What follows belongs to an exercise in optimizing a design on an open flow for small area and a short achievable clock period; a production flow would make more cautious choices.
At most, simulation tests tie the RTL to the original design; equivalence was not proved.
For run 2, only the layout was checked, not whether the RTL still works.
Power figures rest on the tool's default switching activity, not on a simulated workload.

**flow/flow/run.sh**
```bash
#!/bin/bash
# The standard layout, with the port buffers made of plain buffers (sky130
# buf_1, which the resizer may upsize) instead of the delay-cell buffers that
# buffer_ports picks by default.
set -euo pipefail
export BUFFER_PORTS_ARGS="-buffer_cell sky130_fd_sc_hd__buf_1"
bash standard.sh > standard.log 2>&1
```
**flow/standard.sh**
```bash
#!/bin/bash
# synth_recipe.tcl (not shown) runs the flow's synth.tcl, then flattens the netlist and writes it again
# the make line also repeats each setting of config.mk as NAME=value (left out here)
make -C /OpenROAD-flow-scripts/flow DESIGN_CONFIG=/design/flow/config.mk WORK_HOME=/design/flow/orfs CLKGATE_MAP_FILE= SYNTH_SCRIPT=/design/flow/synth_recipe.tcl "${@:-finish}"
```
**flow/config.mk**
```make
export PLATFORM = sky130hd
export DESIGN_NAME = alu16bit
export DESIGN_NICKNAME = alu16bit
export VERILOG_FILES = /design/flow/design.v
export SDC_FILE = /design/flow/constraint.sdc
export NUM_CORES = 4
export LEC_CHECK = 0
export ABC_AREA = 0
export CAP_MARGIN = 20
export CORE_MARGIN = 2
export CORE_UTILIZATION = 40
export GPL_TIMING_DRIVEN = 1
export SETUP_SLACK_MARGIN = 0.5
export SLEW_MARGIN = 20
export SYNTH_HIERARCHICAL = 1
```
**flow/constraint.sdc**
```tcl
create_clock -name core_clock -period 7.2 [get_ports {clk}]
set_input_delay 1.4400 -clock core_clock [delete_from_list [all_inputs] [get_ports {clk}]]
set_output_delay 1.4400 -clock core_clock [all_outputs]
set_load 0.01 [all_outputs]
```
**flow/design.v**
```verilog
module alu16bit (
  input clk,
  input reset,
  input [2:0] operation,
  input [15:0] operand_A,
  input [15:0] operand_B,
  output reg [31:0] result,
  output reg carry_flag,
  output reg zero_flag
);
  wire [15:0] a = operand_A;
  wire [15:0] b = operand_B;
  wire is_add = ~reset & (operation == 3'd0);
  wire is_sub = ~reset & (operation == 3'd1);
  wire is_mul = ~reset & (operation == 3'd2);
  wire [15:0] m = is_mul ? b : {15'd0, is_add | is_sub};
  reg [15:0] cv;
  always @(*) begin
    if (reset) cv = 16'd0;
    else
    case (operation)
      3'd0: cv = b;
      3'd1: cv = ~b;
      3'd3: cv = a & b;
      3'd4: cv = a | b;
      3'd5: cv = ~(a & b);
      3'd6: cv = ~(a | b);
      3'd7: cv = a ^ b;
      default: cv = 16'd0;
    endcase
  end
  wire cin = is_sub;
  wire [15:0] cvn;
  wire t00 = ~(is_sub | (~reset & (operation == 3'd5 || operation == 3'd6)));
  wire t01 = ~(is_add | (~reset & (operation == 3'd4 || operation == 3'd5 || operation == 3'd7)));
  wire t10 = ~(is_sub | (~reset & (operation == 3'd4 || operation == 3'd5 || operation == 3'd7)));
  wire t11 = ~(is_add | (~reset & (operation == 3'd3 || operation == 3'd4)));
  genvar cb;
  generate for (cb = 0; cb < 16; cb = cb + 1) begin : g_cv
    cvbit ucv (a[cb], b[cb], t00, t01, t10, t11, cvn[cb]);
  end endgenerate
  wire is_sub_n = ~is_sub;
  wire [15:0] an = ~a;
  wire [15:0] mn = ~m;
  wire p1;
  nor2 up1 (an[0], mn[0], p1);
  wire p2;
  nor2 up2 (an[1], mn[0], p2);
  wire p3;
  nor2 up3 (an[2], mn[0], p3);
  wire p4;
  nor2 up4 (an[3], mn[0], p4);
  wire p5;
  nor2 up5 (an[4], mn[0], p5);
  wire p6;
  nor2 up6 (an[5], mn[0], p6);
  wire p7;
  nor2 up7 (an[6], mn[0], p7);
  wire p8;
  nor2 up8 (an[7], mn[0], p8);
  wire p9;
  nor2 up9 (an[8], mn[0], p9);
  wire p10;
  nor2 up10 (an[9], mn[0], p10);
  wire p11;
  nor2 up11 (an[10], mn[0], p11);
  wire p12;
  nor2 up12 (an[11], mn[0], p12);
  wire p13;
  nor2 up13 (an[12], mn[0], p13);
  wire p14;
  nor2 up14 (an[13], mn[0], p14);
  wire p15;
  nor2 up15 (an[14], mn[0], p15);
  wire p16;
  nor2 up16 (an[15], mn[0], p16);
  wire p17;
  o21ai up17 (an[0], mn[1], cvn[1], p17);
  wire p18;
  o21ai up18 (an[1], mn[1], cvn[2], p18);
  wire p19;
  o21ai up19 (an[2], mn[1], cvn[3], p19);
  wire p20;
  o21ai up20 (an[3], mn[1], cvn[4], p20);
  wire p21;
  o21ai up21 (an[4], mn[1], cvn[5], p21);
  wire p22;
  o21ai up22 (an[5], mn[1], cvn[6], p22);
  wire p23;
  o21ai up23 (an[6], mn[1], cvn[7], p23);
  wire p24;
  o21ai up24 (an[7], mn[1], cvn[8], p24);
  wire p25;
  o21ai up25 (an[8], mn[1], cvn[9], p25);
  wire p26;
  o21ai up26 (an[9], mn[1], cvn[10], p26);
  wire p27;
  o21ai up27 (an[10], mn[1], cvn[11], p27);
  wire p28;
  o21ai up28 (an[11], mn[1], cvn[12], p28);
  wire p29;
  o21ai up29 (an[12], mn[1], cvn[13], p29);
  wire p30;
  o21ai up30 (an[13], mn[1], cvn[14], p30);
  wire p31;
  o21ai up31 (an[14], mn[1], cvn[15], p31);
  wire p32;
  nor2 up32 (an[15], mn[1], p32);
  wire p33;
  nor2 up33 (an[0], mn[2], p33);
  wire p34;
  nor2 up34 (an[1], mn[2], p34);
  wire p35;
  nor2 up35 (an[2], mn[2], p35);
  wire p36;
  nor2 up36 (an[3], mn[2], p36);
  wire p37;
  nor2 up37 (an[4], mn[2], p37);
  wire p38;
  nor2 up38 (an[5], mn[2], p38);
  wire p39;
  nor2 up39 (an[6], mn[2], p39);
  wire p40;
  nor2 up40 (an[7], mn[2], p40);
  wire p41;
  nor2 up41 (an[8], mn[2], p41);
  wire p42;
  nor2 up42 (an[9], mn[2], p42);
  wire p43;
  nor2 up43 (an[10], mn[2], p43);
  wire p44;
  nor2 up44 (an[11], mn[2], p44);
  wire p45;
  nor2 up45 (an[12], mn[2], p45);
  wire p46;
  nor2 up46 (an[13], mn[2], p46);
  wire p47;
  nor2 up47 (an[14], mn[2], p47);
  wire p48;
  nor2 up48 (an[15], mn[2], p48);
  wire p49;
  nor2 up49 (an[0], mn[3], p49);
  wire p50;
  nor2 up50 (an[1], mn[3], p50);
  wire p51;
  nor2 up51 (an[2], mn[3], p51);
  wire p52;
  nor2 up52 (an[3], mn[3], p52);
  wire p53;
  nor2 up53 (an[4], mn[3], p53);
  wire p54;
  nor2 up54 (an[5], mn[3], p54);
  wire p55;
  nor2 up55 (an[6], mn[3], p55);
  wire p56;
  nor2 up56 (an[7], mn[3], p56);
  wire p57;
  nor2 up57 (an[8], mn[3], p57);
  wire p58;
  nor2 up58 (an[9], mn[3], p58);
  wire p59;
  nor2 up59 (an[10], mn[3], p59);
  wire p60;
  nor2 up60 (an[11], mn[3], p60);
  wire p61;
  nor2 up61 (an[12], mn[3], p61);
  wire p62;
  nor2 up62 (an[13], mn[3], p62);
  wire p63;
  nor2 up63 (an[14], mn[3], p63);
  wire p64;
  nor2 up64 (an[15], mn[3], p64);
  wire p65;
  nor2 up65 (an[0], mn[4], p65);
  wire p66;
  nor2 up66 (an[1], mn[4], p66);
  wire p67;
  nor2 up67 (an[2], mn[4], p67);
  wire p68;
  nor2 up68 (an[3], mn[4], p68);
  wire p69;
  nor2 up69 (an[4], mn[4], p69);
  wire p70;
  nor2 up70 (an[5], mn[4], p70);
  wire p71;
  nor2 up71 (an[6], mn[4], p71);
  wire p72;
  nor2 up72 (an[7], mn[4], p72);
  wire p73;
  nor2 up73 (an[8], mn[4], p73);
  wire p74;
  nor2 up74 (an[9], mn[4], p74);
  wire p75;
  nor2 up75 (an[10], mn[4], p75);
  wire p76;
  nor2 up76 (an[11], mn[4], p76);
  wire p77;
  nor2 up77 (an[12], mn[4], p77);
  wire p78;
  nor2 up78 (an[13], mn[4], p78);
  wire p79;
  nor2 up79 (an[14], mn[4], p79);
  wire p80;
  nor2 up80 (an[15], mn[4], p80);
  wire p81;
  nor2 up81 (an[0], mn[5], p81);
  wire p82;
  nor2 up82 (an[1], mn[5], p82);
  wire p83;
  nor2 up83 (an[2], mn[5], p83);
  wire p84;
  nor2 up84 (an[3], mn[5], p84);
  wire p85;
  nor2 up85 (an[4], mn[5], p85);
  wire p86;
  nor2 up86 (an[5], mn[5], p86);
  wire p87;
  nor2 up87 (an[6], mn[5], p87);
  wire p88;
  nor2 up88 (an[7], mn[5], p88);
  wire p89;
  nor2 up89 (an[8], mn[5], p89);
  wire p90;
  nor2 up90 (an[9], mn[5], p90);
  wire p91;
  nor2 up91 (an[10], mn[5], p91);
  wire p92;
  nor2 up92 (an[11], mn[5], p92);
  wire p93;
  nor2 up93 (an[12], mn[5], p93);
  wire p94;
  nor2 up94 (an[13], mn[5], p94);
  wire p95;
  nor2 up95 (an[14], mn[5], p95);
  wire p96;
  nor2 up96 (an[15], mn[5], p96);
  wire p97;
  nor2 up97 (an[0], mn[6], p97);
  wire p98;
  nor2 up98 (an[1], mn[6], p98);
  wire p99;
  nor2 up99 (an[2], mn[6], p99);
  wire p100;
  nor2 up100 (an[3], mn[6], p100);
  wire p101;
  nor2 up101 (an[4], mn[6], p101);
  wire p102;
  nor2 up102 (an[5], mn[6], p102);
  wire p103;
  nor2 up103 (an[6], mn[6], p103);
  wire p104;
  nor2 up104 (an[7], mn[6], p104);
  wire p105;
  nor2 up105 (an[8], mn[6], p105);
  wire p106;
  nor2 up106 (an[9], mn[6], p106);
  wire p107;
  nor2 up107 (an[10], mn[6], p107);
  wire p108;
  nor2 up108 (an[11], mn[6], p108);
  wire p109;
  nor2 up109 (an[12], mn[6], p109);
  wire p110;
  nor2 up110 (an[13], mn[6], p110);
  wire p111;
  nor2 up111 (an[14], mn[6], p111);
  wire p112;
  nor2 up112 (an[15], mn[6], p112);
  wire p113;
  nor2 up113 (an[0], mn[7], p113);
  wire p114;
  nor2 up114 (an[1], mn[7], p114);
  wire p115;
  nor2 up115 (an[2], mn[7], p115);
  wire p116;
  nor2 up116 (an[3], mn[7], p116);
  wire p117;
  nor2 up117 (an[4], mn[7], p117);
  wire p118;
  nor2 up118 (an[5], mn[7], p118);
  wire p119;
  nor2 up119 (an[6], mn[7], p119);
  wire p120;
  nor2 up120 (an[7], mn[7], p120);
  wire p121;
  nor2 up121 (an[8], mn[7], p121);
  wire p122;
  nor2 up122 (an[9], mn[7], p122);
  wire p123;
  nor2 up123 (an[10], mn[7], p123);
  wire p124;
  nor2 up124 (an[11], mn[7], p124);
  wire p125;
  nor2 up125 (an[12], mn[7], p125);
  wire p126;
  nor2 up126 (an[13], mn[7], p126);
  wire p127;
  nor2 up127 (an[14], mn[7], p127);
  wire p128;
  nor2 up128 (an[15], mn[7], p128);
  wire p129;
  nor2 up129 (an[0], mn[8], p129);
  wire p130;
  nor2 up130 (an[1], mn[8], p130);
  wire p131;
  nor2 up131 (an[2], mn[8], p131);
  wire p132;
  nor2 up132 (an[3], mn[8], p132);
  wire p133;
  nor2 up133 (an[4], mn[8], p133);
  wire p134;
  nor2 up134 (an[5], mn[8], p134);
  wire p135;
  nor2 up135 (an[6], mn[8], p135);
  wire p136;
  nor2 up136 (an[7], mn[8], p136);
  wire p137;
  nor2 up137 (an[8], mn[8], p137);
  wire p138;
  nor2 up138 (an[9], mn[8], p138);
  wire p139;
  nor2 up139 (an[10], mn[8], p139);
  wire p140;
  nor2 up140 (an[11], mn[8], p140);
  wire p141;
  nor2 up141 (an[12], mn[8], p141);
  wire p142;
  nor2 up142 (an[13], mn[8], p142);
  wire p143;
  nor2 up143 (an[14], mn[8], p143);
  wire p144;
  nor2 up144 (an[15], mn[8], p144);
  wire p145;
  nor2 up145 (an[0], mn[9], p145);
  wire p146;
  nor2 up146 (an[1], mn[9], p146);
  wire p147;
  nor2 up147 (an[2], mn[9], p147);
  wire p148;
  nor2 up148 (an[3], mn[9], p148);
  wire p149;
  nor2 up149 (an[4], mn[9], p149);
  wire p150;
  nor2 up150 (an[5], mn[9], p150);
  wire p151;
  nor2 up151 (an[6], mn[9], p151);
  wire p152;
  nor2 up152 (an[7], mn[9], p152);
  wire p153;
  nor2 up153 (an[8], mn[9], p153);
  wire p154;
  nor2 up154 (an[9], mn[9], p154);
  wire p155;
  nor2 up155 (an[10], mn[9], p155);
  wire p156;
  nor2 up156 (an[11], mn[9], p156);
  wire p157;
  nor2 up157 (an[12], mn[9], p157);
  wire p158;
  nor2 up158 (an[13], mn[9], p158);
  wire p159;
  nor2 up159 (an[14], mn[9], p159);
  wire p160;
  nor2 up160 (an[15], mn[9], p160);
  wire p161;
  nor2 up161 (an[0], mn[10], p161);
  wire p162;
  nor2 up162 (an[1], mn[10], p162);
  wire p163;
  nor2 up163 (an[2], mn[10], p163);
  wire p164;
  nor2 up164 (an[3], mn[10], p164);
  wire p165;
  nor2 up165 (an[4], mn[10], p165);
  wire p166;
  nor2 up166 (an[5], mn[10], p166);
  wire p167;
  nor2 up167 (an[6], mn[10], p167);
  wire p168;
  nor2 up168 (an[7], mn[10], p168);
  wire p169;
  nor2 up169 (an[8], mn[10], p169);
  wire p170;
  nor2 up170 (an[9], mn[10], p170);
  wire p171;
  nor2 up171 (an[10], mn[10], p171);
  wire p172;
  nor2 up172 (an[11], mn[10], p172);
  wire p173;
  nor2 up173 (an[12], mn[10], p173);
  wire p174;
  nor2 up174 (an[13], mn[10], p174);
  wire p175;
  nor2 up175 (an[14], mn[10], p175);
  wire p176;
  nor2 up176 (an[15], mn[10], p176);
  wire p177;
  nor2 up177 (an[0], mn[11], p177);
  wire p178;
  nor2 up178 (an[1], mn[11], p178);
  wire p179;
  nor2 up179 (an[2], mn[11], p179);
  wire p180;
  nor2 up180 (an[3], mn[11], p180);
  wire p181;
  nor2 up181 (an[4], mn[11], p181);
  wire p182;
  nor2 up182 (an[5], mn[11], p182);
  wire p183;
  nor2 up183 (an[6], mn[11], p183);
  wire p184;
  nor2 up184 (an[7], mn[11], p184);
  wire p185;
  nor2 up185 (an[8], mn[11], p185);
  wire p186;
  nor2 up186 (an[9], mn[11], p186);
  wire p187;
  nor2 up187 (an[10], mn[11], p187);
  wire p188;
  nor2 up188 (an[11], mn[11], p188);
  wire p189;
  nor2 up189 (an[12], mn[11], p189);
  wire p190;
  nor2 up190 (an[13], mn[11], p190);
  wire p191;
  nor2 up191 (an[14], mn[11], p191);
  wire p192;
  nor2 up192 (an[15], mn[11], p192);
  wire p193;
  nor2 up193 (an[0], mn[12], p193);
  wire p194;
  nor2 up194 (an[1], mn[12], p194);
  wire p195;
  nor2 up195 (an[2], mn[12], p195);
  wire p196;
  nor2 up196 (an[3], mn[12], p196);
  wire p197;
  nor2 up197 (an[4], mn[12], p197);
  wire p198;
  nor2 up198 (an[5], mn[12], p198);
  wire p199;
  nor2 up199 (an[6], mn[12], p199);
  wire p200;
  nor2 up200 (an[7], mn[12], p200);
  wire p201;
  nor2 up201 (an[8], mn[12], p201);
  wire p202;
  nor2 up202 (an[9], mn[12], p202);
  wire p203;
  nor2 up203 (an[10], mn[12], p203);
  wire p204;
  nor2 up204 (an[11], mn[12], p204);
  wire p205;
  nor2 up205 (an[12], mn[12], p205);
  wire p206;
  nor2 up206 (an[13], mn[12], p206);
  wire p207;
  nor2 up207 (an[14], mn[12], p207);
  wire p208;
  nor2 up208 (an[15], mn[12], p208);
  wire p209;
  nor2 up209 (an[0], mn[13], p209);
  wire p210;
  nor2 up210 (an[1], mn[13], p210);
  wire p211;
  nor2 up211 (an[2], mn[13], p211);
  wire p212;
  nor2 up212 (an[3], mn[13], p212);
  wire p213;
  nor2 up213 (an[4], mn[13], p213);
  wire p214;
  nor2 up214 (an[5], mn[13], p214);
  wire p215;
  nor2 up215 (an[6], mn[13], p215);
  wire p216;
  nor2 up216 (an[7], mn[13], p216);
  wire p217;
  nor2 up217 (an[8], mn[13], p217);
  wire p218;
  nor2 up218 (an[9], mn[13], p218);
  wire p219;
  nor2 up219 (an[10], mn[13], p219);
  wire p220;
  nor2 up220 (an[11], mn[13], p220);
  wire p221;
  nor2 up221 (an[12], mn[13], p221);
  wire p222;
  nor2 up222 (an[13], mn[13], p222);
  wire p223;
  nor2 up223 (an[14], mn[13], p223);
  wire p224;
  nor2 up224 (an[15], mn[13], p224);
  wire p225;
  nor2 up225 (an[0], mn[14], p225);
  wire p226;
  nor2 up226 (an[1], mn[14], p226);
  wire p227;
  nor2 up227 (an[2], mn[14], p227);
  wire p228;
  nor2 up228 (an[3], mn[14], p228);
  wire p229;
  nor2 up229 (an[4], mn[14], p229);
  wire p230;
  nor2 up230 (an[5], mn[14], p230);
  wire p231;
  nor2 up231 (an[6], mn[14], p231);
  wire p232;
  nor2 up232 (an[7], mn[14], p232);
  wire p233;
  nor2 up233 (an[8], mn[14], p233);
  wire p234;
  nor2 up234 (an[9], mn[14], p234);
  wire p235;
  nor2 up235 (an[10], mn[14], p235);
  wire p236;
  nor2 up236 (an[11], mn[14], p236);
  wire p237;
  nor2 up237 (an[12], mn[14], p237);
  wire p238;
  nor2 up238 (an[13], mn[14], p238);
  wire p239;
  nor2 up239 (an[14], mn[14], p239);
  wire p240;
  nor2 up240 (an[15], mn[14], p240);
  wire p241;
  nor2 up241 (an[0], mn[15], p241);
  wire p242;
  o21ai up242 (an[1], mn[15], is_sub_n, p242);
  wire p243;
  o21ai up243 (an[2], mn[15], is_sub_n, p243);
  wire p244;
  o21ai up244 (an[3], mn[15], is_sub_n, p244);
  wire p245;
  o21ai up245 (an[4], mn[15], is_sub_n, p245);
  wire p246;
  o21ai up246 (an[5], mn[15], is_sub_n, p246);
  wire p247;
  o21ai up247 (an[6], mn[15], is_sub_n, p247);
  wire p248;
  o21ai up248 (an[7], mn[15], is_sub_n, p248);
  wire p249;
  o21ai up249 (an[8], mn[15], is_sub_n, p249);
  wire p250;
  o21ai up250 (an[9], mn[15], is_sub_n, p250);
  wire p251;
  o21ai up251 (an[10], mn[15], is_sub_n, p251);
  wire p252;
  o21ai up252 (an[11], mn[15], is_sub_n, p252);
  wire p253;
  o21ai up253 (an[12], mn[15], is_sub_n, p253);
  wire p254;
  o21ai up254 (an[13], mn[15], is_sub_n, p254);
  wire p255;
  o21ai up255 (an[14], mn[15], is_sub_n, p255);
  wire p256;
  o21ai up256 (an[15], mn[15], is_sub_n, p256);
  wire n257, n258;
  ha un257 (p14, p44, n257, n258);
  wire n259, n260;
  fa un259 (p15, p45, p60, n259, n260);
  wire n261, n262;
  ha un261 (p75, p90, n261, n262);
  wire n263, n264;
  fa un263 (p16, p46, p61, n263, n264);
  wire n265, n266;
  fa un265 (p76, p91, p106, n265, n266);
  wire n267, n268;
  ha un267 (p121, p136, n267, n268);
  wire n269, n270;
  fa un269 (p32, p47, p62, n269, n270);
  wire n271, n272;
  fa un271 (p77, p92, p107, n271, n272);
  wire n273, n274;
  ha un273 (p122, p137, n273, n274);
  wire n275, n276;
  fa un275 (p48, p63, p78, n275, n276);
  wire n277, n278;
  fa un277 (p93, p108, p123, n277, n278);
  wire n279, n280;
  fa un279 (p64, p79, p94, n279, n280);
  wire n281, n282;
  ha un281 (p10, p40, n281, n282);
  wire n283, n284;
  fa un283 (p11, p41, p56, n283, n284);
  wire n285, n286;
  ha un285 (p71, p86, n285, n286);
  wire n287, n288;
  fa un287 (p12, p42, p57, n287, n288);
  wire n289, n290;
  fa un289 (p72, p87, p102, n289, n290);
  wire n291, n292;
  ha un291 (p117, p132, n291, n292);
  wire n293, n294;
  fa un293 (p13, p43, p58, n293, n294);
  wire n295, n296;
  fa un295 (p73, p88, p103, n295, n296);
  wire n297, n298;
  fa un297 (p118, p133, p148, n297, n298);
  wire n299, n300;
  ha un299 (p163, p178, n299, n300);
  wire n301, n302;
  fa un301 (p59, p74, p89, n301, n302);
  wire n303, n304;
  fa un303 (p104, p119, p134, n303, n304);
  wire n305, n306;
  fa un305 (p149, p164, p179, n305, n306);
  wire n307, n308;
  fa un307 (p194, p209, p29, n307, n308);
  wire n309, n310;
  fa un309 (p105, p120, p135, n309, n310);
  wire n311, n312;
  fa un311 (p150, p165, p180, n311, n312);
  wire n313, n314;
  fa un313 (p195, p210, p225, n313, n314);
  wire n315, n316;
  fa un315 (p30, n258, n261, n315, n316);
  wire n317, n318;
  fa un317 (p151, p166, p181, n317, n318);
  wire n319, n320;
  fa un319 (p196, p211, p226, n319, n320);
  wire n321, n322;
  fa un321 (p241, p31, n262, n321, n322);
  wire n323, n324;
  fa un323 (n267, n260, n263, n323, n324);
  wire n325, n326;
  fa un325 (p152, p167, p182, n325, n326);
  wire n327, n328;
  fa un327 (p197, p212, p227, n327, n328);
  wire n329, n330;
  fa un329 (p242, n268, n273, n329, n330);
  wire n331, n332;
  fa un331 (n264, n266, n269, n331, n332);
  wire n333, n334;
  fa un333 (p138, p153, p168, n333, n334);
  wire n335, n336;
  fa un335 (p183, p198, p213, n335, n336);
  wire n337, n338;
  fa un337 (p228, p243, n274, n337, n338);
  wire n339, n340;
  fa un339 (n270, n272, n275, n339, n340);
  wire n341, n342;
  fa un341 (p109, p124, p139, n341, n342);
  wire n343, n344;
  fa un343 (p154, p169, p184, n343, n344);
  wire n345, n346;
  fa un345 (p199, p214, p229, n345, n346);
  wire n347, n348;
  fa un347 (p244, n276, n278, n347, n348);
  wire n349, n350;
  fa un349 (p80, p95, p110, n349, n350);
  wire n351, n352;
  fa un351 (p125, p140, p155, n351, n352);
  wire n353, n354;
  fa un353 (p170, p185, p200, n353, n354);
  wire n355, n356;
  fa un355 (p215, p230, p245, n355, n356);
  wire n357, n358;
  fa un357 (p96, p111, p126, n357, n358);
  wire n359, n360;
  fa un359 (p141, p156, p171, n359, n360);
  wire n361, n362;
  fa un361 (p186, p201, p216, n361, n362);
  wire n363, n364;
  fa un363 (p112, p127, p142, n363, n364);
  wire n365, n366;
  fa un365 (p157, p172, p187, n365, n366);
  wire n367, n368;
  fa un367 (p128, p143, p158, n367, n368);
  wire n369, n370;
  ha un369 (p7, p37, n369, n370);
  wire n371, n372;
  fa un371 (p8, p38, p53, n371, n372);
  wire n373, n374;
  ha un373 (p68, p83, n373, n374);
  wire n375, n376;
  fa un375 (p9, p39, p54, n375, n376);
  wire n377, n378;
  fa un377 (p69, p84, p99, n377, n378);
  wire n379, n380;
  ha un379 (p114, p129, n379, n380);
  wire n381, n382;
  fa un381 (p55, p70, p85, n381, n382);
  wire n383, n384;
  fa un383 (p100, p115, p130, n383, n384);
  wire n385, n386;
  fa un385 (p145, p25, n281, n385, n386);
  wire n387, n388;
  fa un387 (p101, p116, p131, n387, n388);
  wire n389, n390;
  fa un389 (p146, p161, p26, n389, n390);
  wire n391, n392;
  fa un391 (n282, n285, n283, n391, n392);
  wire n393, n394;
  fa un393 (p147, p162, p177, n393, n394);
  wire n395, n396;
  fa un395 (p27, n286, n291, n395, n396);
  wire n397, n398;
  fa un397 (n284, n287, n289, n397, n398);
  wire n399, n400;
  fa un399 (p193, p28, n292, n399, n400);
  wire n401, n402;
  fa un401 (n299, n288, n290, n401, n402);
  wire n403, n404;
  fa un403 (n293, n295, n297, n403, n404);
  wire n405, n406;
  fa un405 (n300, n257, n294, n405, n406);
  wire n407, n408;
  fa un407 (n296, n298, n301, n407, n408);
  wire n409, n410;
  fa un409 (n303, n305, n307, n409, n410);
  wire n411, n412;
  fa un411 (n302, n304, n306, n411, n412);
  wire n413, n414;
  fa un413 (n308, n259, n309, n413, n414);
  wire n415, n416;
  fa un415 (n311, n313, n315, n415, n416);
  wire n417, n418;
  fa un417 (n310, n312, n314, n417, n418);
  wire n419, n420;
  fa un419 (n265, n317, n319, n419, n420);
  wire n421, n422;
  fa un421 (n316, n321, n323, n421, n422);
  wire n423, n424;
  fa un423 (n318, n320, n271, n423, n424);
  wire n425, n426;
  fa un425 (n325, n327, n322, n425, n426);
  wire n427, n428;
  fa un427 (n329, n324, n331, n427, n428);
  wire n429, n430;
  fa un429 (n326, n328, n277, n429, n430);
  wire n431, n432;
  fa un431 (n333, n335, n330, n431, n432);
  wire n433, n434;
  fa un433 (n337, n332, n339, n433, n434);
  wire n435, n436;
  fa un435 (n334, n336, n279, n435, n436);
  wire n437, n438;
  fa un437 (n341, n343, n345, n437, n438);
  wire n439, n440;
  fa un439 (n338, n340, n347, n439, n440);
  wire n441, n442;
  fa un441 (n342, n344, n346, n441, n442);
  wire n443, n444;
  fa un443 (n280, n349, n351, n443, n444);
  wire n445, n446;
  fa un445 (n353, n355, n348, n445, n446);
  wire n447, n448;
  fa un447 (p231, p246, n350, n447, n448);
  wire n449, n450;
  fa un449 (n352, n354, n356, n449, n450);
  wire n451, n452;
  fa un451 (n357, n359, n361, n451, n452);
  wire n453, n454;
  fa un453 (p202, p217, p232, n453, n454);
  wire n455, n456;
  fa un455 (p247, n358, n360, n455, n456);
  wire n457, n458;
  fa un457 (n362, n363, n365, n457, n458);
  wire n459, n460;
  fa un459 (p173, p188, p203, n459, n460);
  wire n461, n462;
  fa un461 (p218, p233, p248, n461, n462);
  wire n463, n464;
  fa un463 (n364, n366, n367, n463, n464);
  wire n465, n466;
  fa un465 (p144, p159, p174, n465, n466);
  wire n467, n468;
  fa un467 (p189, p204, p219, n467, n468);
  wire n469, n470;
  fa un469 (p234, p249, n368, n469, n470);
  wire n471, n472;
  fa un471 (p160, p175, p190, n471, n472);
  wire n473, n474;
  fa un473 (p205, p220, p235, n473, n474);
  wire n475, n476;
  fa un475 (p176, p191, p206, n475, n476);
  wire n477, n478;
  ha un477 (p5, p35, n477, n478);
  wire n479, n480;
  fa un479 (p6, p36, p51, n479, n480);
  wire n481, n482;
  ha un481 (p66, p81, n481, n482);
  wire n483, n484;
  fa un483 (p52, p67, p82, n483, n484);
  wire n485, n486;
  fa un485 (p97, p22, n369, n485, n486);
  wire n487, n488;
  fa un487 (p98, p113, p23, n487, n488);
  wire n489, n490;
  fa un489 (n370, n373, n371, n489, n490);
  wire n491, n492;
  fa un491 (p24, n374, n379, n491, n492);
  wire n493, n494;
  fa un493 (n372, n375, n377, n493, n494);
  wire n495, n496;
  fa un495 (n380, n376, n378, n495, n496);
  wire n497, n498;
  fa un497 (n381, n383, n385, n497, n498);
  wire n499, n500;
  fa un499 (n382, n384, n387, n499, n500);
  wire n501, n502;
  fa un501 (n389, n386, n391, n501, n502);
  wire n503, n504;
  fa un503 (n388, n390, n393, n503, n504);
  wire n505, n506;
  fa un505 (n395, n392, n397, n505, n506);
  wire n507, n508;
  fa un507 (n394, n396, n399, n507, n508);
  wire n509, n510;
  fa un509 (n398, n401, n403, n509, n510);
  wire n511, n512;
  fa un511 (n400, n402, n404, n511, n512);
  wire n513, n514;
  fa un513 (n405, n407, n409, n513, n514);
  wire n515, n516;
  fa un515 (n406, n408, n411, n515, n516);
  wire n517, n518;
  fa un517 (n410, n413, n415, n517, n518);
  wire n519, n520;
  fa un519 (n412, n414, n417, n519, n520);
  wire n521, n522;
  fa un521 (n419, n416, n421, n521, n522);
  wire n523, n524;
  fa un523 (n418, n420, n423, n523, n524);
  wire n525, n526;
  fa un525 (n425, n422, n427, n525, n526);
  wire n527, n528;
  fa un527 (n424, n429, n426, n527, n528);
  wire n529, n530;
  fa un529 (n431, n428, n433, n529, n530);
  wire n531, n532;
  fa un531 (n430, n435, n437, n531, n532);
  wire n533, n534;
  fa un533 (n432, n434, n439, n533, n534);
  wire n535, n536;
  fa un535 (n436, n438, n441, n535, n536);
  wire n537, n538;
  fa un537 (n443, n445, n440, n537, n538);
  wire n539, n540;
  fa un539 (n442, n444, n447, n539, n540);
  wire n541, n542;
  fa un541 (n449, n451, n446, n541, n542);
  wire n543, n544;
  fa un543 (n453, n448, n450, n543, n544);
  wire n545, n546;
  fa un545 (n452, n455, n457, n545, n546);
  wire n547, n548;
  fa un547 (n454, n459, n461, n547, n548);
  wire n549, n550;
  fa un549 (n456, n458, n463, n549, n550);
  wire n551, n552;
  fa un551 (n460, n462, n465, n551, n552);
  wire n553, n554;
  fa un553 (n467, n464, n469, n553, n554);
  wire n555, n556;
  fa un555 (p250, n466, n468, n555, n556);
  wire n557, n558;
  fa un557 (n471, n473, n470, n557, n558);
  wire n559, n560;
  fa un559 (p221, p236, p251, n559, n560);
  wire n561, n562;
  fa un561 (n472, n474, n475, n561, n562);
  wire n563, n564;
  fa un563 (p192, p207, p222, n563, n564);
  wire n565, n566;
  fa un565 (p237, p252, n476, n565, n566);
  wire n567, n568;
  fa un567 (p208, p223, p238, n567, n568);
  wire n569, n570;
  ha un569 (p4, p34, n569, n570);
  wire n571, n572;
  fa un571 (p50, p65, p20, n571, n572);
  wire n573, n574;
  fa un573 (p21, n478, n481, n573, n574);
  wire n575, n576;
  fa un575 (n482, n480, n483, n575, n576);
  wire n577, n578;
  fa un577 (n484, n487, n486, n577, n578);
  wire n579, n580;
  fa un579 (n488, n491, n490, n579, n580);
  wire n581, n582;
  fa un581 (n492, n494, n495, n581, n582);
  wire n583, n584;
  fa un583 (n496, n499, n498, n583, n584);
  wire n585, n586;
  fa un585 (n500, n503, n502, n585, n586);
  wire n587, n588;
  fa un587 (n504, n507, n506, n587, n588);
  wire n589, n590;
  fa un589 (n508, n510, n511, n589, n590);
  wire n591, n592;
  fa un591 (n512, n515, n514, n591, n592);
  wire n593, n594;
  fa un593 (n516, n519, n518, n593, n594);
  wire n595, n596;
  fa un595 (n520, n523, n522, n595, n596);
  wire n597, n598;
  fa un597 (n524, n527, n526, n597, n598);
  wire n599, n600;
  fa un599 (n528, n531, n533, n599, n600);
  wire n601, n602;
  fa un601 (n532, n535, n534, n601, n602);
  wire n603, n604;
  fa un603 (n536, n539, n538, n603, n604);
  wire n605, n606;
  fa un605 (n540, n543, n545, n605, n606);
  wire n607, n608;
  fa un607 (n547, n544, n546, n607, n608);
  wire n609, n610;
  fa un609 (n548, n551, n550, n609, n610);
  wire n611, n612;
  fa un611 (n552, n555, n557, n611, n612);
  wire n613, n614;
  fa un613 (n559, n556, n561, n613, n614);
  wire n615, n616;
  fa un615 (n560, n563, n562, n615, n616);
  wire n617, n618;
  fa un617 (p253, n564, n567, n617, n618);
  wire n619, n620;
  fa un619 (p224, p239, p254, n619, n620);
  wire n621, n622;
  ha un621 (p3, p33, n621, n622);
  wire n623, n624;
  fa un623 (p49, p19, n569, n623, n624);
  wire n625, n626;
  fa un625 (n570, n477, n571, n625, n626);
  wire n627, n628;
  fa un627 (n572, n479, n573, n627, n628);
  wire n629, n630;
  fa un629 (n574, n485, n575, n629, n630);
  wire n631, n632;
  fa un631 (n576, n489, n577, n631, n632);
  wire n633, n634;
  fa un633 (n493, n578, n579, n633, n634);
  wire n635, n636;
  fa un635 (n497, n580, n581, n635, n636);
  wire n637, n638;
  fa un637 (n582, n501, n583, n637, n638);
  wire n639, n640;
  fa un639 (n505, n584, n585, n639, n640);
  wire n641, n642;
  fa un641 (n509, n586, n587, n641, n642);
  wire n643, n644;
  fa un643 (n513, n588, n589, n643, n644);
  wire n645, n646;
  fa un645 (n517, n590, n591, n645, n646);
  wire n647, n648;
  fa un647 (n592, n521, n593, n647, n648);
  wire n649, n650;
  fa un649 (n525, n594, n595, n649, n650);
  wire n651, n652;
  fa un651 (n529, n596, n597, n651, n652);
  wire n653, n654;
  fa un653 (n530, n598, n599, n653, n654);
  wire n655, n656;
  fa un655 (n537, n600, n601, n655, n656);
  wire n657, n658;
  fa un657 (n541, n602, n603, n657, n658);
  wire n659, n660;
  fa un659 (n542, n605, n604, n659, n660);
  wire n661, n662;
  fa un661 (n549, n607, n606, n661, n662);
  wire n663, n664;
  fa un663 (n553, n608, n609, n663, n664);
  wire n665, n666;
  fa un665 (n554, n610, n611, n665, n666);
  wire n667, n668;
  fa un667 (n558, n613, n612, n667, n668);
  wire n669, n670;
  fa un669 (n565, n614, n615, n669, n670);
  wire n671, n672;
  fa un671 (n566, n617, n616, n671, n672);
  wire n673, n674;
  fa un673 (n568, n619, n618, n673, n674);
  wire n675, n676;
  fa un675 (p240, p255, n620, n675, n676);
  wire n677, n678;
  fa un677 (cin, p1, cv[0], n677, n678);
  wire n679, n680;
  fa un679 (p2, p17, n678, n679, n680);
  wire n681, n682;
  fa un681 (p18, n621, n680, n681, n682);
  wire n683, n684;
  fa un683 (n622, n623, n682, n683, n684);
  wire n685, n686;
  fa un685 (n624, n625, n684, n685, n686);
  wire n687, n688;
  fa un687 (n626, n627, n686, n687, n688);
  wire n689, n690;
  ha un689 (n628, n629, n689, n690);
  wire n691, n692;
  ha un691 (n630, n631, n691, n692);
  wire n693, n694;
  ha un693 (n632, n633, n693, n694);
  wire n695, n696;
  ha un695 (n634, n635, n695, n696);
  wire n697, n698;
  ha un697 (n636, n637, n697, n698);
  wire n699, n700;
  ha un699 (n638, n639, n699, n700);
  wire n701, n702;
  ha un701 (n640, n641, n701, n702);
  wire n703, n704;
  ha un703 (n642, n643, n703, n704);
  wire n705, n706;
  ha un705 (n644, n645, n705, n706);
  wire n707, n708;
  ha un707 (n646, n647, n707, n708);
  wire n709, n710;
  ha un709 (n648, n649, n709, n710);
  wire n711, n712;
  ha un711 (n650, n651, n711, n712);
  wire n713, n714;
  ha un713 (n652, n653, n713, n714);
  wire n715, n716;
  ha un715 (n654, n655, n715, n716);
  wire n717, n718;
  ha un717 (n656, n657, n717, n718);
  wire n719, n720;
  ha un719 (n658, n659, n719, n720);
  wire n721, n722;
  ha un721 (n660, n661, n721, n722);
  wire n723, n724;
  ha un723 (n662, n663, n723, n724);
  wire n725, n726;
  ha un725 (n664, n665, n725, n726);
  wire n727, n728;
  ha un727 (n666, n667, n727, n728);
  wire n729, n730;
  ha un729 (n668, n669, n729, n730);
  wire n731, n732;
  ha un731 (n670, n671, n731, n732);
  wire n733, n734;
  ha un733 (n672, n673, n733, n734);
  wire n735, n736;
  ha un735 (n674, n675, n735, n736);
  wire n737, n738;
  ha un737 (n676, p256, n737, n738);
  wire n739;
  aoi21 un739 (n689, n688, n690, n739);
  wire n740;
  aoi21 un740 (n693, n692, n694, n740);
  wire n741;
  nand2 un741 (n693, n691, n741);
  wire n742;
  aoi21 un742 (n697, n696, n698, n742);
  wire n743;
  nand2 un743 (n697, n695, n743);
  wire n744;
  aoi21 un744 (n701, n700, n702, n744);
  wire n745;
  nand2 un745 (n701, n699, n745);
  wire n746;
  aoi21 un746 (n705, n704, n706, n746);
  wire n747;
  nand2 un747 (n705, n703, n747);
  wire n748;
  aoi21 un748 (n709, n708, n710, n748);
  wire n749;
  nand2 un749 (n709, n707, n749);
  wire n750;
  aoi21 un750 (n713, n712, n714, n750);
  wire n751;
  nand2 un751 (n713, n711, n751);
  wire n752;
  aoi21 un752 (n717, n716, n718, n752);
  wire n753;
  nand2 un753 (n717, n715, n753);
  wire n754;
  aoi21 un754 (n721, n720, n722, n754);
  wire n755;
  nand2 un755 (n721, n719, n755);
  wire n756;
  aoi21 un756 (n725, n724, n726, n756);
  wire n757;
  nand2 un757 (n725, n723, n757);
  wire n758;
  aoi21 un758 (n729, n728, n730, n758);
  wire n759;
  nand2 un759 (n729, n727, n759);
  wire n760;
  aoi21 un760 (n733, n732, n734, n760);
  wire n761;
  nand2 un761 (n733, n731, n761);
  wire n762;
  aoi21 un762 (n737, n736, n738, n762);
  wire n763;
  nand2 un763 (n737, n735, n763);
  wire n764;
  oai21 un764 (n741, n739, n740, n764);
  wire n765;
  oai21 un765 (n745, n742, n744, n765);
  wire n766;
  nor2 un766 (n745, n743, n766);
  wire n767;
  oai21 un767 (n749, n746, n748, n767);
  wire n768;
  nor2 un768 (n749, n747, n768);
  wire n769;
  oai21 un769 (n753, n750, n752, n769);
  wire n770;
  nor2 un770 (n753, n751, n770);
  wire n771;
  oai21 un771 (n757, n754, n756, n771);
  wire n772;
  nor2 un772 (n757, n755, n772);
  wire n773;
  oai21 un773 (n761, n758, n760, n773);
  wire n774;
  nor2 un774 (n761, n759, n774);
  wire n775;
  aoi21 un775 (n766, n764, n765, n775);
  wire n776;
  aoi21 un776 (n770, n767, n769, n776);
  wire n777;
  nand2 un777 (n770, n768, n777);
  wire n778;
  aoi21 un778 (n774, n771, n773, n778);
  wire n779;
  nand2 un779 (n774, n772, n779);
  wire n780;
  oai21 un780 (n777, n775, n776, n780);
  wire n781;
  inv1 un781 (n778, n781);
  wire n782;
  inv1 un782 (n779, n782);
  wire n783;
  aoi21 un783 (n782, n780, n781, n783);
  wire n784;
  inv1 un784 (n775, n784);
  wire n785;
  aoi21 un785 (n768, n784, n767, n785);
  wire n786;
  aoi21 un786 (n772, n780, n771, n786);
  wire n787;
  inv1 un787 (n742, n787);
  wire n788;
  inv1 un788 (n743, n788);
  wire n789;
  aoi21 un789 (n788, n764, n787, n789);
  wire n790;
  oai21 un790 (n747, n775, n746, n790);
  wire n791;
  oai21 un791 (n751, n785, n750, n791);
  wire n792;
  inv1 un792 (n754, n792);
  wire n793;
  inv1 un793 (n755, n793);
  wire n794;
  aoi21 un794 (n793, n780, n792, n794);
  wire n795;
  oai21 un795 (n759, n786, n758, n795);
  wire n796;
  oai21 un796 (n763, n783, n762, n796);
  wire n797;
  inv1 un797 (n692, n797);
  wire n798;
  inv1 un798 (n691, n798);
  wire n799;
  oai21 un799 (n798, n739, n797, n799);
  wire n800;
  aoi21 un800 (n695, n764, n696, n800);
  wire n801;
  inv1 un801 (n700, n801);
  wire n802;
  inv1 un802 (n699, n802);
  wire n803;
  oai21 un803 (n802, n789, n801, n803);
  wire n804;
  inv1 un804 (n704, n804);
  wire n805;
  inv1 un805 (n703, n805);
  wire n806;
  oai21 un806 (n805, n775, n804, n806);
  wire n807;
  aoi21 un807 (n707, n790, n708, n807);
  wire n808;
  inv1 un808 (n712, n808);
  wire n809;
  inv1 un809 (n711, n809);
  wire n810;
  oai21 un810 (n809, n785, n808, n810);
  wire n811;
  aoi21 un811 (n715, n791, n716, n811);
  wire n812;
  aoi21 un812 (n719, n780, n720, n812);
  wire n813;
  inv1 un813 (n724, n813);
  wire n814;
  inv1 un814 (n723, n814);
  wire n815;
  oai21 un815 (n814, n794, n813, n815);
  wire n816;
  inv1 un816 (n728, n816);
  wire n817;
  inv1 un817 (n727, n817);
  wire n818;
  oai21 un818 (n817, n786, n816, n818);
  wire n819;
  aoi21 un819 (n731, n795, n732, n819);
  wire n820;
  inv1 un820 (n736, n820);
  wire n821;
  inv1 un821 (n735, n821);
  wire n822;
  oai21 un822 (n821, n783, n820, n822);
  wire n823;
  aoi21 un823 (is_sub, n796, 1'b0, n823);
  wire n824;
  xor2 un824 (n689, n688, n824);
  wire n825;
  xnor2 un825 (n691, n739, n825);
  wire n826;
  xor2 un826 (n693, n799, n826);
  wire n827;
  xor2 un827 (n695, n764, n827);
  wire n828;
  xnor2 un828 (n697, n800, n828);
  wire n829;
  xnor2 un829 (n699, n789, n829);
  wire n830;
  xor2 un830 (n701, n803, n830);
  wire n831;
  xnor2 un831 (n703, n775, n831);
  wire n832;
  xor2 un832 (n705, n806, n832);
  wire n833;
  xor2 un833 (n707, n790, n833);
  wire n834;
  xnor2 un834 (n709, n807, n834);
  wire n835;
  xnor2 un835 (n711, n785, n835);
  wire n836;
  xor2 un836 (n713, n810, n836);
  wire n837;
  xor2 un837 (n715, n791, n837);
  wire n838;
  xnor2 un838 (n717, n811, n838);
  wire n839;
  xor2 un839 (n719, n780, n839);
  wire n840;
  xnor2 un840 (n721, n812, n840);
  wire n841;
  xnor2 un841 (n723, n794, n841);
  wire n842;
  xor2 un842 (n725, n815, n842);
  wire n843;
  xnor2 un843 (n727, n786, n843);
  wire n844;
  xor2 un844 (n729, n818, n844);
  wire n845;
  xor2 un845 (n731, n795, n845);
  wire n846;
  xnor2 un846 (n733, n819, n846);
  wire n847;
  xnor2 un847 (n735, n783, n847);
  wire n848;
  xor2 un848 (n737, n822, n848);
  wire n849;
  xor2 un849 (is_sub, n796, n849);
  wire [31:0] s = {n849, n848, n847, n846, n845, n844, n843, n842, n841, n840, n839, n838, n837, n836, n835, n834, n833, n832, n831, n830, n829, n828, n827, n826, n825, n824, n687, n685, n683, n681, n679, n677};
  wire borrow = is_sub & s[16];
  wire zero_lo = (s[15:0] == 16'd0);
  wire zero_mul = (a == 16'd0) | (b == 16'd0);
  wire [31:0] r = s;
  wire z_e = ~reset & ~is_mul & ~(|s[11:0]);
  wire z_m = ~reset & is_mul & zero_mul;
  wire z_l1, z_l2, z;
  nor2 uz1 (s[15], s[14], z_l1);
  nor2 uz2 (s[13], s[12], z_l2);
  a31o uz3 (z_l1, z_l2, z_e, z_m, z);
  always @(posedge clk) begin
    result     <= r;
    carry_flag <= borrow;
    zero_flag  <= z;
  end
endmodule
module fa (input a, input b, input c, output s, output co);
  assign s = a ^ b ^ c;
  assign co = (a & b) | (a & c) | (b & c);
endmodule
module ha (input a, input b, output s, output co);
  assign s = a ^ b;
  assign co = a & b;
endmodule
module xor2 (input a, input b, output y);
  assign y = a ^ b;
endmodule
module xnor2 (input a, input b, output y);
  assign y = ~(a ^ b);
endmodule
module nand2 (input a, input b, output y);
  assign y = ~(a & b);
endmodule
module nor2 (input a, input b, output y);
  assign y = ~(a | b);
endmodule
module inv1 (input a, output y);
  assign y = ~a;
endmodule
module a31o (input a, input b, input c, input d, output y);
  assign y = (a & b & c) | d;
endmodule
module cvbit (input a, input b, input t00, input t01, input t10, input t11, output y);
  assign y = a ? (b ? t11 : t10) : (b ? t01 : t00);
endmodule
module aoi21 (input a, input b, input c, output y);
  assign y = ~((a & b) | c);
endmodule
module o21ai (input a, input b, input c, output y);
  assign y = ~((a | b) & c);
endmodule
module oai21 (input a, input b, input c, output y);
  assign y = ~((a | b) & c);
endmodule
```
==> results of run 1 <==
[kinds of logic (layout without fill, tap and decap cells)]
| kind of cell | count (synthesis) | after routing | share of synthesized area |
|---|---|---|---|
| simple gates | 294 | 294 | 0.155 |
| flops | 34 | 34 | 0.0881 |
| xor+xnor | 27 | 27 | 0.0306 |
| buf+inv | 42 | 168 | 0.0225 |
| mux | 16 | 16 | 0.0450 |
| compound gates | 85 | 85 | 0.0701 |
| fa+ha+maj | 243 | 243 | 0.589 |
[final timing paths]
path,from,end,slack (ns),cells past startpoint
max,operation[0],result[28],0.70,21
min,reset,carry_flag,1.73,4
[registers in the layout, summed over array words and instances, names as in the netlist]
signal / count
result: 32
carry_flag: 1
zero_flag: 1
[routing by layer]
metal	routed length (um)	track usage	vias up	share of wire
met5	0	0	-	0
met4	801	0.0948	0	0.036
met3	1660	0.0436	40	0.075
met2	11300	0.399	268	0.51
met1	8450	0.297	3117	0.38
li1	-	-	2655	-
[synth_stat cells (2+ instances only)]
cell | instances | share of area
a21oi_1 | 3 | 0.0019
a21oi_2 | 26 | 0.029
a31oi_1 | 2 | 0.0016
and2b_2 | 2 | 0.0023
buf_6 | 2 | 0.0029
dfxtp_1 | 34 | 0.088
fa_1 | 201 | 0.52
ha_1 | 42 | 0.068
inv_1 | 39 | 0.019
mux4_2 | 15 | 0.044
nand2_1 | 32 | 0.016
nand4_1 | 2 | 0.0016
nor2_1 | 237 | 0.12
nor4_1 | 11 | 0.0089
o21ai_1 | 48 | 0.031
o21bai_1 | 2 | 0.0019
or2_2 | 3 | 0.0024
xnor2_1 | 13 | 0.015
xor2_1 | 14 | 0.016
[layout make-up]
class                   count  area (um2)
well taps                 260         325
inverters                  39         146
clock inverters             3        45.0
fillers                  1806        9900
flip-flops and latches     34         681
clock buffers               5         125
multi-input cells         665        6930
repair buffers            121         669
[worst min-delay path, delay by kind of cell]
kind,cells,cell delay (ns)
and+or+nand+nor,2,0.22
buffers and inverters,2,0.32
[per-module statistics from Yosys (local to each module, per instance), excerpt]
module    cells inside  cell area (um2)  copies in the design
alu16bit           116             1150                     1
cvbit                1             22.5                    15
fa                   1             20.0                   201
ha                   1             12.5                    40
xor2                 1             8.76                    14
xnor2                1             8.76                    12
o21ai                1             5.00                    30
nand2                1             3.75                    14
[where the power goes]
part	switching [W]	internal, W
clock network	0.0000968	0.000163
registers	0.00000841	0.000227
logic	0.000241	0.000157
total	0.000347	0.000547
[repair_timing]
item / in CTS / in global routing
endpoints found under the setup margin: 5 / 6
pin swaps: 1 / 4
cloned: 0 / 0
gates resized for setup: 2 / 16
buffers inserted: 1 / 2
[through the flow]
| step | cell area, um2 | power (W) |
|---|---|---|
| finish | 8930 | 0.000894 |
| global route | 8930 | 0.000955 |
| CTS | 8840 | 0.000897 |
| detailed placement | 8650 | 0.000631 |
| global placement | 8650 | 0.000627 |
| floorplan | 7730 | 0.000495 |
==> impl_results.md, run 1 <==
* Status: finished clean
* Die area at about 0.020 mm2
* Worst-Margin Slew at just under 0.7 ns
* CTS root buffer: clkbuf_16
* CP Max Fanout at 15
* Post-synth ARST share at 0
* GRT overflow at 0
* Number of nets in the layout at ~1100
* Pre-Repair DR Iteration Count at 5
* Unrepaired setup endpoints after global routing: false
* Pins Over Slew Limit at 0
* Post-DRT Antenna Nets at 0
* Core Area at between 0.015 and 0.02 mm2
* Crit-path max cell delay at slightly above 0.5 ns
* Clock sinks at 34
* Largest net degree at the start of global routing at 17
* Hold Violations, Final at 0
* Worst hold margin at about 1.7 ns
* Area Overhead vs Synth at 15.6%
* Final setup fails at 0
* Via density at roughly 5.4
* Vias in the first global route at 6781
* CP bufs+invs at 2
* Cell Area, Synth at slightly below 0.008 mm2
* Min-Delay Path Class: in2reg
* Ys flop type: dfxtp_1
* Ports at a little over 70
* Final WL at between 20000 and 25000 um
* CTS max path bufs at 2
* Placement Setup Slack at 0.0638 ns
* GRT Overall Usage at 0.235
* Hpwl dp at approximately 18000 um
* Initial Util at 0.410
* Leakage at 4.45 nW
* Commonest non-fill, non-tap cell in the layout: nor2_1
* RePlAce Congestion at between 0.9 and 1
* Antenna violations before repair at 0
* Synth Warn # at 7
* Share of layout cells above drive strength 1 at 0.138
* Critical Path Most Common Cell: fa_1
* CTS tree: built
* Fmax at about 150 MHz
* Synth cell types at 32
* Setup crit start kind: input port
* Worst setup margin at around 0.70 ns
* Final std cells w/o fill at approximately 1100
* Number of diodes at 0
* Post-Syn Instances at between 700 and 800
* Min Tclk post-route at 6.50 ns
* WP data required at approximately 7.4 ns
* CP arrival at 6.72 ns
* Maximum capacitance violations at 0
* Post-synth EDFFs at 0
* Chip height at 143 um
* Crit Path Category: in2reg
* Critical Path Sink Type: flop
* Vias at between 6000 and 7000
* Sequential-to-total area share from yosys stat at 0.0881
* Num rows at 50
* Total negative setup slack at 0 ns
* Fin crit share at 0.903
* Slowest cell on crit path: fa_1
* Initial DRC Count at 470
* CP delay by family, top: adder cells
* Power Density at between 100 and 150 mW/mm2
* Avg Synthesized Cell Area at 10.4 um2
* Number of port buffers at 70
* Total CTS buffers at 5
* VDD IR max at between 0.08 and 0.09 mV
* Cell count after placement at 1116
* Synth Register Bits at 34
* Slew Limit Headroom at 0.550
* Synthesized netlist net count at slightly above 1000
* Post-DR wirelength/cell at about 20 um
* Detailed-route DRC error count at 0
* H-tree levels at 2
* First-pass GRT wire length at about 36000 um
* Crit path cell chain: buf_1, buf_4, and2b_2, a21oi_1, or2_4, mux4_2, o21ai_1, fa_1, fa_1, fa_1, fa_1, fa_1, ha_1, a21oi_2, o21ai_1, a21oi_2, o21ai_4, a21oi_2, o21ai_2, a21oi_2, xnor2_1
* Fin util at 0.474
* Hold_buf cts at 0
* Die X-Extent at 143 um
* Commonest non-fill, non-tap cells in the layout: nor2_1 (234), fa_1 (201), buf_1 (69)
* Reg clk slew, reported paths at ~0.060 ns
==> run 2: changes to the inputs <==
--- a/flow/design.v
+++ b/flow/design.v
@@ -38,5 +38,8 @@
   genvar cb;
   generate for (cb = 0; cb < 16; cb = cb + 1) begin : g_cv
-    cvbit ucv (a[cb], b[cb], t00, t01, t10, t11, cvn[cb]);
+    wire u0, u1;
+    mux2i ucu0 (b[cb], t01, t00, u0);
+    mux2i ucu1 (b[cb], t11, t10, u1);
+    mux2i ucv (a[cb], u1, u0, cvn[cb]);
   end endgenerate
   wire is_sub_n = ~is_sub;
@@ -1302,6 +1305,6 @@
   assign y = (a & b & c) | d;
 endmodule
-module cvbit (input a, input b, input t00, input t01, input t10, input t11, output y);
-  assign y = a ? (b ? t11 : t10) : (b ? t01 : t00);
+module mux2i (input s, input d1, input d0, output y);
+  assign y = ~(s ? d1 : d0);
 endmodule
 module aoi21 (input a, input b, input c, output y);
--- a/flow/config.mk
+++ b/flow/config.mk
@@ -10,5 +10,5 @@
 export CORE_MARGIN = 2
 export CORE_UTILIZATION = 40
-export GPL_TIMING_DRIVEN = 1
+export GPL_TIMING_DRIVEN = 0
 export SETUP_SLACK_MARGIN = 0.5
 export SLEW_MARGIN = 20
==> impl_results.md, run 2 <==
* CTS tree: built
* Fin util at 0.460 (-0.0136)
* Antenna violations before repair at 0 (unchanged)
* CP delay by family, top: adder cells
* Hold Crit Start: operation[0]
* Power Density at 98.1 mW/mm2 (-2.0%)
* Total negative setup slack at 0 ns (unchanged)
* Critical Path Most Common Cell: fa_1
* Synth top area cells: fa_1 (51%), nor2_1 (11%), dfxtp_1 (8.7%), ha_1 (6.7%), mux2i_1 (5.9%)
* Maximum capacitance violations at 0 (unchanged)
* Synth cell types at 31 (-3.1%)
* Ports at 71 (unchanged)
* Post-DR wirelength/cell at 19.8 um (+0.52%)
* Worst-Margin Slew at 0.809 ns (+0.135 ns)
* Worst setup margin at 0.657 ns (-0.0413 ns)
* Sequential-to-total area share from yosys stat at 0.0869 (-0.00127)
* Max reg flops at 32 (unchanged)
* CP bufs+invs at 4 (+2)
* Fillers at 1875 (+3.8%)
* Core Area at 0.0193 mm2 (+2.7%)
* GRT overflow at 0 (unchanged)
* Post-synth EDFFs at 0 (unchanged)
* Critical Path Sink Type: flop
* Num rows at 51 (+2.0%)
* Pre-Repair DR Iteration Count at 5 (unchanged)
* CP arrival at 6.72 ns (about the same)
* Hold_buf cts at 0 (unchanged)
* Post-DRT Antenna Nets at 0 (unchanged)
* Largest net degree at the start of global routing at 17 (unchanged)
* Reg clk slew, reported paths at 0.06 ns (about the same)
* Initial Util at 0.405 (-0.00487)
* Die X-Extent at 144 um (+0.71%)
* Initial DRC Count at 409 (-13%)
* Crit Path Category: in2reg
* Synth Register Bits at 34 (unchanged)
* Biggest regs: result: 32 flops, carry_flag: 1 flops, zero_flag: 1 flops
* Area share of the largest cell type after synthesis at 0.513 (-0.00749)
* Biggest register: result
* Commonest non-fill, non-tap cells in the layout: nor2_1 (229), fa_1 (200), buf_1 (67)
* Post-synth ARST share at 0 (unchanged)
* Min-Delay Path Class: in2reg
* Ys flop type: dfxtp_1
* Via density at 5.45 (+0.96%)
* VDD IR max at 0.0889 mV (-0.78%)
* Most Used Layer, Global Route: met2
* Commonest non-fill, non-tap cell in the layout: nor2_1
* Post-Syn Instances at 771 (+4.0%)
* CTS root buffer: clkbuf_16
* WP data required at 7.38 ns (-0.04 ns)
* Met1 Usage GRT at 0.311 (+0.0142)
* Number of nets in the layout at 1133 (-1.1%)
* Fin crit share at 0.909 (+0.00573)
* Share of layout cells above drive strength 1 at 0.102 (-0.0365)
* GRT Overall Usage at 0.230 (-0.00456)
* Chip height at 144 um (+0.71%)
* Detailed-route DRC error count at 0 (unchanged)
* Synthesized netlist net count at 1051 (+2.9%)
* RePlAce Congestion at 0.853 (-11%)
* Final setup fails at 0 (unchanged)
* Avg Synthesized Cell Area at 10.2 um2 (-2.5%)
* CTS max path bufs at 2 (unchanged)
* Number of diodes at 0 (unchanged)
* Fmax at 153 MHz (-0.63%)
* Leading post-synthesis cells by instance count: nor2_1 (237), fa_1 (201), o21ai_1 (48), mux2i_1 (46), ha_1 (42)
* Met3 Resource Use GR at 0.0427 (-0.000942)
* Placement Setup Slack at -0.485 ns (-0.549 ns)
* Area Overhead vs Synth at 13.6%
* Crit path cell chain: buf_6, nand2b_4, nor3_4, buf_12, buf_12, nand2_8, nor2_1, ha_1, fa_1, fa_1, fa_1, fa_1, fa_1, ha_1, a21oi_2, o21ai_1, a21oi_2, o21ai_4, buf_6, a21oi_2, o21ai_1, xor2_1
* Crit-path max cell delay at 0.56 ns (+0.05 ns)
* CP Max Fanout at 16 (+1)
* Synth area leader: fa_1
* Hpwl dp at 16300 um (-10%)
* Number of port buffers at 69 (-1.4%)
* Count leader, synth: nor2_1
* First-pass GRT wire length at 36000 um (-0.32%)
* Hold Violations, Final at 0 (unchanged)
* Vias in the first global route at 6706 (-1.1%)
* Status: finished clean
* Cell Area, Synth at 0.00784 mm2 (+1.5%)
* Slowest cell on crit path: fa_1
* Slew Limit Headroom at 0.460 (-0.0901)
* Clock sinks at 34 (unchanged)
* Synth Warn # at 7 (unchanged)
* Unrepaired setup endpoints after global routing: false
* Final WL at 22200 um (-0.19%)
* Min Tclk post-route at 6.54 ns (+0.0413 ns)
* M2 GR Usage at 0.372 (-0.0270)
* Vias at 6095 (+0.25%)
* Pins Over Slew Limit at 0 (unchanged)
* CP Launch Point: operation[0]
* Setup crit start kind: input port
* Leakage at 4.54 nW (+1.9%)
* Total CTS buffers at 5 (unchanged)
* Die area at 0.0207 mm2 (+1.4%)
* H-tree levels at 2 (unchanged)
[run 2: Yosys stat by module (local to each module, per instance), a selection]
module    copies in the design  cell area [um2]
a31o                         1             8.76
ha                          40             12.5
alu16bit                     1             1150
nor2                       233             3.75
nand2                       14             3.75
fa                         201             20.0
mux2i                       45             10.0
inv1                        21             3.75
xor2                        14             8.76
[run 2: layout make-up]
| class | count | area (um2) | share of cell area |
|---|---|---|---|
| repair buffers | 75 | 325 | 0.0365 |
| plain buffers | 3 | 36.3 | 0.00408 |
| clock inverters | 2 | 16.3 | 0.00183 |
| flip-flops and latches | 34 | 681 | 0.0765 |
| multi-input cells | 695 | 7220 | 0.811 |
| clock buffers | 6 | 139 | 0.0156 |
| well taps | 265 | 332 | 0.0372 |
| inverters | 39 | 154 | 0.0173 |
[run 2: tightest hold or removal path, cell delays in order]
cell and delay [ns]:
buf_6 0.11, and2b_2 0.18, and3_1 0.15
[run 2: what timing repair did]
action	4_1_cts	5_1_grt
buffers inserted	4	2
pin swaps	2	2
gates resized for setup	28	32
setup endpoints to repair	17	9
[run 2: final timing paths]
check / endpoint / slack [ns] / depth (start not counted)
hold / removal: carry_flag / 1.60 / 3
setup / recovery: result[24] / 0.66 / 22
[run 2: routing by layer]
layer,up-vias,share of wire
met5,-,0
met4,0,0.026
met3,42,0.071
met2,256,0.49
met1,3135,0.42
li1,2662,-
[run 2: cell families after synthesis]
family | share of synthesized area
buffers and inverters | 0.0222
adder cells (fa/ha/maj) | 0.581
XOR/XNOR | 0.0302
AO/OA/AOI/OAI | 0.0691
flip-flops | 0.0869
AND/OR/NAND/NOR | 0.152
multiplexers | 0.0588
[run 2: report_power, final]
| group | leakage, nW | internal (W) | switching [W] |
|---|---|---|---|
| Clock | 0.0735 | 0.000139 | 0.0000983 |
| Combinational | 4.18 | 0.000148 | 0.000252 |
| Sequential | 0.282 | 0.000227 | 0.00000873 |
| Total | 4.54 | 0.000514 | 0.000359 |
[run 2: through the flow]
step / std cells / hold slack [ns] / total power, W / instance area, um2
after global routing: 1119 / 1.62 / 0.000938 / 8900
after CTS: 1117 / 1.61 / 0.000874 / 8740
after detailed placement: 1105 / 1.82 / 0.000623 / 8430
after global placement: 1105 / 1.83 / 0.000621 / 8430
final: 1119 / 1.60 / 0.000873 / 8900
after floorplan: 771 / 1.67 / 0.000498 / 7840

what the ideal ports hide:
How much do the figures lean on ideal ports? The routed layouts below were timed once more, with nothing changed but the port constraints. Step 1 (the two cells are an assumption about what drives the block):
set clk [get_ports {clk}]
set_driving_cell -lib_cell sky130_fd_sc_hd__clkbuf_16 $clk
set_driving_cell -lib_cell sky130_fd_sc_hd__buf_2 [delete_from_list [all_inputs] $clk]
Step 2 moves the port delays by t, midway between the first and last clock arrival at a register: inputs arrive t later, outputs are due t later. That takes back most of the time a late clock gives input paths. Three values: no drivers, after step 1, after step 2; two values: the first two.
run	shift t [ns]	slack for setup (ns)	latest minus earliest clock arrival (ns)	cell pins on the clock port's net
run 1	0.340	0.698 / 0.721 / 0.381	0.010 / 0.010	1
run 2	0.336	0.657 / 0.668 / 0.332	0.007 / 0.007	1
After both steps setup and hold are still met in every run listed. For run 2, which loses most, drivers alone change the setup slack by +0.011 ns; drivers and shift together by -0.325 ns.
